This is an optimization exercise on Yosys and OpenROAD, whose aim is small area, a short achievable clock period and few clock cycles per item, not a production implementation. RTL that was checked went through simulation tests only; none was proved equivalent to the original.

==> flow/design.v <==
module bitcoin_hash(input logic        clk, reset_n, start,
                    input logic [15:0] message_addr, output_addr,
                   output logic        done, mem_we,
                   output logic [15:0] mem_addr,
                   output logic [31:0] mem_write_data,
                    input logic [31:0] mem_read_data);
function automatic [31:0] rotr(input [31:0] x, input integer r);
    rotr = (x >> r) | (x << (32 - r));
endfunction
localparam logic [2047:0] KTAB = {
    32'hc67178f2, 32'hbef9a3f7, 32'ha4506ceb, 32'h90befffa,
    32'h8cc70208, 32'h84c87814, 32'h78a5636f, 32'h748f82ee,
    32'h682e6ff3, 32'h5b9cca4f, 32'h4ed8aa4a, 32'h391c0cb3,
    32'h34b0bcb5, 32'h2748774c, 32'h1e376c08, 32'h19a4c116,
    32'h106aa070, 32'hf40e3585, 32'hd6990624, 32'hd192e819,
    32'hc76c51a3, 32'hc24b8b70, 32'ha81a664b, 32'ha2bfe8a1,
    32'h92722c85, 32'h81c2c92e, 32'h766a0abb, 32'h650a7354,
    32'h53380d13, 32'h4d2c6dfc, 32'h2e1b2138, 32'h27b70a85,
    32'h14292967, 32'h06ca6351, 32'hd5a79147, 32'hc6e00bf3,
    32'hbf597fc7, 32'hb00327c8, 32'ha831c66d, 32'h983e5152,
    32'h76f988da, 32'h5cb0a9dc, 32'h4a7484aa, 32'h2de92c6f,
    32'h240ca1cc, 32'h0fc19dc6, 32'hefbe4786, 32'he49b69c1,
    32'hc19bf174, 32'h9bdc06a7, 32'h80deb1fe, 32'h72be5d74,
    32'h550c7dc3, 32'h243185be, 32'h12835b01, 32'hd807aa98,
    32'hab1c5ed5, 32'h923f82a4, 32'h59f111f1, 32'h3956c25b,
    32'he9b5dba5, 32'hb5c0fbcf, 32'h71374491, 32'h428a2f98};
localparam logic [255:0] IVTAB = {
    32'h5be0cd19, 32'h1f83d9ab, 32'h9b05688c, 32'h510e527f,
    32'ha54ff53a, 32'h3c6ef372, 32'hbb67ae85, 32'h6a09e667};
function automatic [63:0] csa(input [31:0] x, input [31:0] y, input [31:0] z);
    csa = {x ^ y ^ z, ((x & y) | (x & z) | (y & z)) << 1};
endfunction
function automatic [31:0] add_bk(input [31:0] x, input [31:0] y);
    logic [31:0] gg, pp;
    gg = x & y;
    pp = x ^ y;
    for (int l = 0; l < 5; l++)
        for (int i = 0; i < 32; i++)
            if (((i + 1) % (2 << l)) == 0) begin
                gg[i] = gg[i] | (pp[i] & gg[i - (1 << l)]);
                pp[i] = pp[i] & pp[i - (1 << l)];
            end
    for (int l = 3; l >= 0; l--)
        for (int i = 0; i < 32; i++)
            if (((i + 1) % (2 << l)) == (1 << l) && i >= (2 << l)) begin
                gg[i] = gg[i] | (pp[i] & gg[i - (1 << l)]);
                pp[i] = pp[i] & pp[i - (1 << l)];
            end
    add_bk = (x ^ y) ^ {gg[30:0], 1'b0};
endfunction
logic [31:0] a, b, c, d, e, f, g, h;
logic [31:0] w [0:15];
logic [31:0] ra [0:3];
logic [31:0] re [0:3];
logic [31:0] m;
logic        busy;       
logic        pro;        
logic [7:0]  tau;        
logic [3:0]  nonce;
logic        we_r;
logic [15:0] addr_r;
assign done           = ~busy;
assign mem_we         = we_r;
assign mem_addr       = addr_r;
assign mem_write_data = d;
logic        busy_n, pro_n, we_n;
logic [7:0]  tau_n;
logic [3:0]  nonce_n;
always_comb begin
    busy_n = busy; pro_n = pro; tau_n = tau + 8'd1; nonce_n = nonce;
    we_n = 1'b0;
    if (!busy) begin
        tau_n = 8'd0;
        pro_n = 1'b1;
        nonce_n = 4'd0;
        if (start) busy_n = 1'b1;
    end else if (pro) begin
        if (tau == 8'd85) begin pro_n = 1'b0; tau_n = 8'd0; end
    end else begin
        if (tau == 8'd138) we_n = 1'b1;
        if (tau == 8'd139) begin
            tau_n = 8'd0;
            nonce_n = nonce + 4'd1;
            if (nonce == 4'd15) busy_n = 1'b0;
        end
    end
end
localparam SEL_RND = 2'd0, SEL_ROT = 2'd1, SEL_IV = 2'd2, SEL_MID = 2'd3;
typedef struct packed {
    logic [1:0] asel;       
    logic       emit_w;     
    logic       emit_r;     
    logic       yzero;      
    logic [1:0] wsel;       
    logic [2:0] wc;         
    logic       kz1;        
    logic       tp;         
    logic [1:0] ivi;        
    logic       kfold;      
    logic       aload;      
    logic       awr;        
    logic [1:0] ainc;       
} ctrl_t;
function automatic ctrl_t decode(input logic bz, input logic pr, input logic [7:0] t, input logic [3:0] n);
    ctrl_t r;
    r = '0;
    r.asel = SEL_ROT;
    r.tp  = t[0];
    r.ivi = pr ? ~(t[1:0] - 2'd2) : ~t[1:0];
    if (!bz) begin
        r.aload = 1'b1;
    end else if (pr) begin
        if (t == 8'd71) r.aload = 1'b1;
        if (t == 8'd72) r.ainc = 2'd1;
        if (t >= 8'd2 && t <= 8'd17) r.wsel = 2'd1;
        if (t >= 8'd6 && t <= 8'd9) r.asel = SEL_IV;
        if (t >= 8'd10 && t <= 8'd13) begin r.emit_r = 1'b1; r.yzero = 1'b1; end
        if (t == 8'd12 || t == 8'd84) r.kz1 = 1'b1;
        if (t >= 8'd14 && t <= 8'd77) r.asel = SEL_RND;
        if (t >= 8'd78 && t <= 8'd81) r.emit_r = 1'b1;
        if (t >= 8'd82) r.asel = SEL_MID;
        if (t >= 8'd74 && t <= 8'd76) r.wsel = 2'd1;
        if (t >= 8'd77) r.wsel = 2'd2;
        if (t == 8'd78) r.wc = 3'd2;         
    end else begin
        if (t <= 8'd63) r.asel = SEL_RND;
        if (t >= 8'd64 && t <= 8'd67) r.emit_w = 1'b1;
        if (t >= 8'd68 && t <= 8'd71) r.asel = SEL_IV;
        if (t == 8'd70 || t == 8'd138) r.kz1 = 1'b1;
        if (t == 8'd134) r.kfold = 1'b1;
        if (t >= 8'd72 && t <= 8'd135) r.asel = SEL_RND;
        if (t >= 8'd136) r.asel = SEL_MID;
        if (t == 8'd125) r.aload = 1'b1;
        if (t == 8'd126) r.ainc = 2'd1;
        if (t == 8'd137) begin r.aload = 1'b1; r.awr = 1'b1; end
        if (t == 8'd138) r.ainc = 2'd2;
        if (t <= 8'd3) begin r.wsel = 2'd2; r.wc = (t == 8'd3) ? 3'd3 : 3'd0; end
        if (t >= 8'd68 && t <= 8'd75) begin
            r.wsel = 2'd2;
            r.wc = (t == 8'd68) ? 3'd2 : (t == 8'd75) ? 3'd4 : 3'd0;
        end
        if (t >= 8'd128 && t <= 8'd130) r.wsel = 2'd1;
        if (t >= 8'd131) begin
            r.wsel = 2'd2;
            r.wc = (t == 8'd131) ? 3'd1 : (t == 8'd132) ? 3'd2 : 3'd0;
        end
    end
    decode = r;
endfunction
ctrl_t ct, ct_n;
assign ct_n = decode(busy, pro_n, tau_n, nonce_n);
logic [5:0] kidx;       
logic [31:0] kr;        
logic [3:0] wnonce;     
always_ff @(posedge clk, negedge reset_n) begin
    if (!reset_n) begin
        busy  <= 1'b0;
        pro   <= 1'b0;
        tau   <= 8'd0;
        nonce <= 4'd0;
        we_r  <= 1'b0;
        ct    <= '0;
    end else begin
        busy  <= busy_n;
        pro   <= pro_n;
        tau   <= tau_n;
        nonce <= nonce_n;
        we_r  <= we_n;
        ct    <= ct_n;
    end
end
always_ff @(posedge clk) begin
    kidx   <= ct_n.kz1 ? 6'd0 : kidx + 6'd1;
    kr     <= ct_n.kfold ? 32'hc67178f2 + 32'h6a09e667 : KTAB[32*kidx +: 32];
    wnonce <= pro ? 4'd0 : nonce + 4'd1;
end
wire [31:0] s1  = rotr(e, 6) ^ rotr(e, 11) ^ rotr(e, 25);
wire [31:0] ch  = (e & f) ^ (~e & g);
wire [31:0] s0  = rotr(a, 2) ^ rotr(a, 13) ^ rotr(a, 22);
wire [31:0] maj = (a & b) ^ (a & c) ^ (b & c);
wire [31:0] c1s, c1c, c2s, c2c, c3s, c3c, e1s, e1c, e2s, e2c;
assign {c1s, c1c} = csa(ch, maj, m);         
assign {c2s, c2c} = csa(s0, s1, c1s);
assign {c3s, c3c} = csa(c2s, c2c, c1c);
assign {e1s, e1c} = csa(ch, m, d);           
assign {e2s, e2c} = csa(e1s, e1c, s1);
wire        rnd   = (ct.asel == SEL_RND);
wire [31:0] a_cy  = (c3s + c3c) ^ c3s ^ c3c;
wire [31:0] e_cy  = (e2s + e2c) ^ e2s ^ e2c;
wire [31:0] m1s, m1c;
assign {m1s, m1c} = csa(w[5], g, kr);
wire [31:0] sg0 = rotr(w[1], 7) ^ rotr(w[1], 18) ^ (w[1] >> 3);
wire [31:0] sg1 = rotr(w[14], 17) ^ rotr(w[14], 19) ^ (w[14] >> 10);
wire [31:0] n1s, n1c, n2s, n2c;
assign {n1s, n1c} = csa(sg1, w[9], sg0);
assign {n2s, n2c} = csa(n1s, n1c, w[0]);
wire [31:0] w_next = add_bk(n2s, n2c);
wire [31:0] xa = ct.tp ? c : a;
wire [31:0] xe = ct.tp ? g : e;
wire [31:0] sum_a = add_bk(xa, ra[3] & {32{~ct.yzero}});
wire [31:0] sum_e = add_bk(xe, re[3] & {32{~ct.yzero}});
wire [31:0] mid_a = ct.tp ? ra[2] : ra[0];
wire [31:0] mid_e = ct.tp ? re[2] : re[0];
logic [31:0] wconst, w_in, a_in, e_in, a_oth, e_oth;
always_comb begin
    case (ct.wc)
    3'd1:    wconst = {28'd0, wnonce};
    3'd2:    wconst = 32'h80000000;
    3'd3:    wconst = 32'd640;
    3'd4:    wconst = 32'd256;
    default: wconst = 32'd0;
    endcase
    if (ct.emit_w) w_in = sum_e;
    else case (ct.wsel)
    2'd0:    w_in = w_next;
    2'd1:    w_in = mem_read_data;
    default: w_in = wconst;
    endcase
    case (ct.asel)
    SEL_IV:  begin a_oth = IVTAB[32*{1'b0, ct.ivi} +: 32]; e_oth = IVTAB[32*{1'b1, ct.ivi} +: 32]; end
    SEL_MID: begin a_oth = mid_a; e_oth = mid_e; end
    default: begin a_oth = d; e_oth = h; end
    endcase
    a_in = (rnd ? c3s ^ c3c : a_oth) ^ (a_cy & {32{rnd}});
    e_in = (rnd ? e2s ^ e2c : e_oth) ^ (e_cy & {32{rnd}});
end
always_ff @(posedge clk) begin
    a <= a_in; b <= a; c <= b; d <= c;
    e <= e_in; f <= e; g <= f; h <= g;
    for (int i = 0; i < 15; i++) w[i] <= w[i+1];
    w[11] <= ct.emit_w ? sum_a : w[12];
    w[15] <= w_in;
    ra[0] <= ct.emit_r ? sum_a : ra[3]; ra[1] <= ra[0]; ra[2] <= ra[1]; ra[3] <= ra[2];
    re[0] <= ct.emit_r ? sum_e : re[3]; re[1] <= re[0]; re[2] <= re[1]; re[3] <= re[2];
    m <= add_bk(m1s, m1c);
    addr_r <= ct.aload ? (ct.awr ? output_addr : message_addr)
                       : addr_r + ((ct.ainc == 2'd1) ? 16'd16 : (ct.ainc == 2'd2) ? {12'd0, nonce} : 16'd1);
end
endmodule
==> flow/config.mk <==
export PLATFORM = sky130hd
export DESIGN_NAME = bitcoin_hash
export DESIGN_NICKNAME = bitcoin_hash
export VERILOG_FILES = /design/flow/design.v
export SDC_FILE = /design/flow/constraint.sdc
export NUM_CORES = 8
export LEC_CHECK = 0
export ABC_AREA = 1
export CAP_MARGIN = 20
export CORE_MARGIN = 2
export CORE_UTILIZATION = 50
export SETUP_SLACK_MARGIN = 5
export SLEW_MARGIN = 20
==> flow/constraint.sdc <==
create_clock -name core_clock -period 10.0 [get_ports {clk}]
set_input_delay 2.0000 -clock core_clock [delete_from_list [all_inputs] [get_ports {clk}]]
set_output_delay 2.0000 -clock core_clock [all_outputs]
set_load 0.01 [all_outputs]
standard.sh (not shown) runs the stock make flow with config.mk's settings and CLKGATE_MAP_FILE= SYNTH_SCRIPT=/design/flow/synth_recipe.tcl, a recipe that flattens the netlist after the stock synthesis.
==> flow/flow/run.sh <==
#!/bin/bash
set -euo pipefail
sed 's/"\${@:-finish}"/ADDER_MAP_FILE= "${@:-finish}"/' standard.sh > standard_nofa.sh
sed 's/"\${@:-finish}"/ADDER_MAP_FILE= SETUP_SLACK_MARGIN=6.4 "${@:-finish}"/' standard.sh > standard_margin.sh
grep -q 'ADDER_MAP_FILE= ' standard_nofa.sh
grep -q 'SETUP_SLACK_MARGIN=6.4 ' standard_margin.sh
bash standard_nofa.sh synth > synth.log 2>&1
bash standard_margin.sh finish > layout.log 2>&1
Testbench counts at the start, summed over its fixed seeds: cycles 93,080, hashes 640.
Edit:
--- a/flow/design.v
+++ b/flow/design.v
@@ -92,23 +92,19 @@
     logic       emit_r;     
     logic       yzero;      
     logic [1:0] wsel;       
     logic [2:0] wc;         
     logic       kz1;        
-    logic       tp;         
-    logic [1:0] ivi;        
     logic       kfold;      
     logic       aload;      
     logic       awr;        
     logic [1:0] ainc;       
 } ctrl_t;
 function automatic ctrl_t decode(input logic bz, input logic pr, input logic [7:0] t, input logic [3:0] n);
     ctrl_t r;
     r = '0;
     r.asel = SEL_ROT;
-    r.tp  = t[0];
-    r.ivi = pr ? ~(t[1:0] - 2'd2) : ~t[1:0];
     if (!bz) begin
         r.aload = 1'b1;
     end else if (pr) begin
         if (t == 8'd71) r.aload = 1'b1;
         if (t == 8'd72) r.ainc = 2'd1;
@@ -172,10 +168,11 @@
 always_ff @(posedge clk) begin
     kidx   <= ct_n.kz1 ? 6'd0 : kidx + 6'd1;
     kr     <= ct_n.kfold ? 32'hc67178f2 + 32'h6a09e667 : KTAB[32*kidx +: 32];
     wnonce <= pro ? 4'd0 : nonce + 4'd1;
 end
+wire [1:0] ph  = pro ? tau[1:0] - 2'd2 : tau[1:0];
 wire [31:0] s1  = rotr(e, 6) ^ rotr(e, 11) ^ rotr(e, 25);
 wire [31:0] ch  = (e & f) ^ (~e & g);
 wire [31:0] s0  = rotr(a, 2) ^ rotr(a, 13) ^ rotr(a, 22);
 wire [31:0] maj = (a & b) ^ (a & c) ^ (b & c);
 wire [31:0] c1s, c1c, c2s, c2c, c3s, c3c, e1s, e1c, e2s, e2c;
@@ -193,16 +190,16 @@
 wire [31:0] sg1 = rotr(w[14], 17) ^ rotr(w[14], 19) ^ (w[14] >> 10);
 wire [31:0] n1s, n1c, n2s, n2c;
 assign {n1s, n1c} = csa(sg1, w[9], sg0);
 assign {n2s, n2c} = csa(n1s, n1c, w[0]);
 wire [31:0] w_next = add_bk(n2s, n2c);
-wire [31:0] xa = ct.tp ? c : a;
-wire [31:0] xe = ct.tp ? g : e;
+wire [31:0] xa = ph[0] ? c : a;
+wire [31:0] xe = ph[0] ? g : e;
 wire [31:0] sum_a = add_bk(xa, ra[3] & {32{~ct.yzero}});
 wire [31:0] sum_e = add_bk(xe, re[3] & {32{~ct.yzero}});
-wire [31:0] mid_a = ct.tp ? ra[2] : ra[0];
-wire [31:0] mid_e = ct.tp ? re[2] : re[0];
+wire [31:0] mid_a = ph[0] ? ra[2] : ra[0];
+wire [31:0] mid_e = ph[0] ? re[2] : re[0];
 logic [31:0] wconst, w_in, a_in, e_in, a_oth, e_oth;
 always_comb begin
     case (ct.wc)
     3'd1:    wconst = {28'd0, wnonce};
     3'd2:    wconst = 32'h80000000;
@@ -215,11 +212,11 @@
     2'd0:    w_in = w_next;
     2'd1:    w_in = mem_read_data;
     default: w_in = wconst;
     endcase
     case (ct.asel)
-    SEL_IV:  begin a_oth = IVTAB[32*{1'b0, ct.ivi} +: 32]; e_oth = IVTAB[32*{1'b1, ct.ivi} +: 32]; end
+    SEL_IV:  begin a_oth = IVTAB[32*{1'b0, ~ph} +: 32]; e_oth = IVTAB[32*{1'b1, ~ph} +: 32]; end
     SEL_MID: begin a_oth = mid_a; e_oth = mid_e; end
     default: begin a_oth = d; e_oth = h; end
     endcase
     a_in = (rnd ? c3s ^ c3c : a_oth) ^ (a_cy & {32{rnd}});
     e_in = (rnd ? e2s ^ e2c : e_oth) ^ (e_cy & {32{rnd}});
Result: The new run produced a clean layout. Wire length went down by 1.9%. Final area went down by 0.33%. Die area hardly moves. Setup slack gains 0.019 ns. Fmax went up by 0.52%. Global-route usage went down by 0.45 points. Area after synthesis hardly moves. Hold slack loses 0.025 ns. Count of clock-buffer cells in the layout went down by 3. Final cell count went down by 0.71%.
For the second run of this note, only the layout was checked, not whether the RTL still works.

## re-timing with driven ports
In the flow no input, the clock included, has a driving cell. The finished layouts below were timed again as built, in two steps.
Step 1 sets driving cells, clkbuf_16 on the clock port and buf_2 on the other inputs (assumed; they add their load-dependent delay and slew).
Step 2 times the ports against the registers' clock, not the clock port: input delays grow and output delays shrink by t, the midpoint of the rising clock arrivals with the driver on.
a / b / c = no drivers / after step 1 / after step 2; a / b = the first two.
run | shift t [ns] | setup WS [ns] | clock arrival spread, ns
the first run | 0.789 | 6.399 / 6.394 / 6.181 | 0.056 / 0.056
the second run | 0.780 | 6.418 / 6.393 / 6.418 | 0.043 / 0.043
After both steps every run listed still meets setup and hold. For the first run, which loses most, drivers alone change the setup slack by -0.005 ns; drivers and shift together by -0.218 ns.
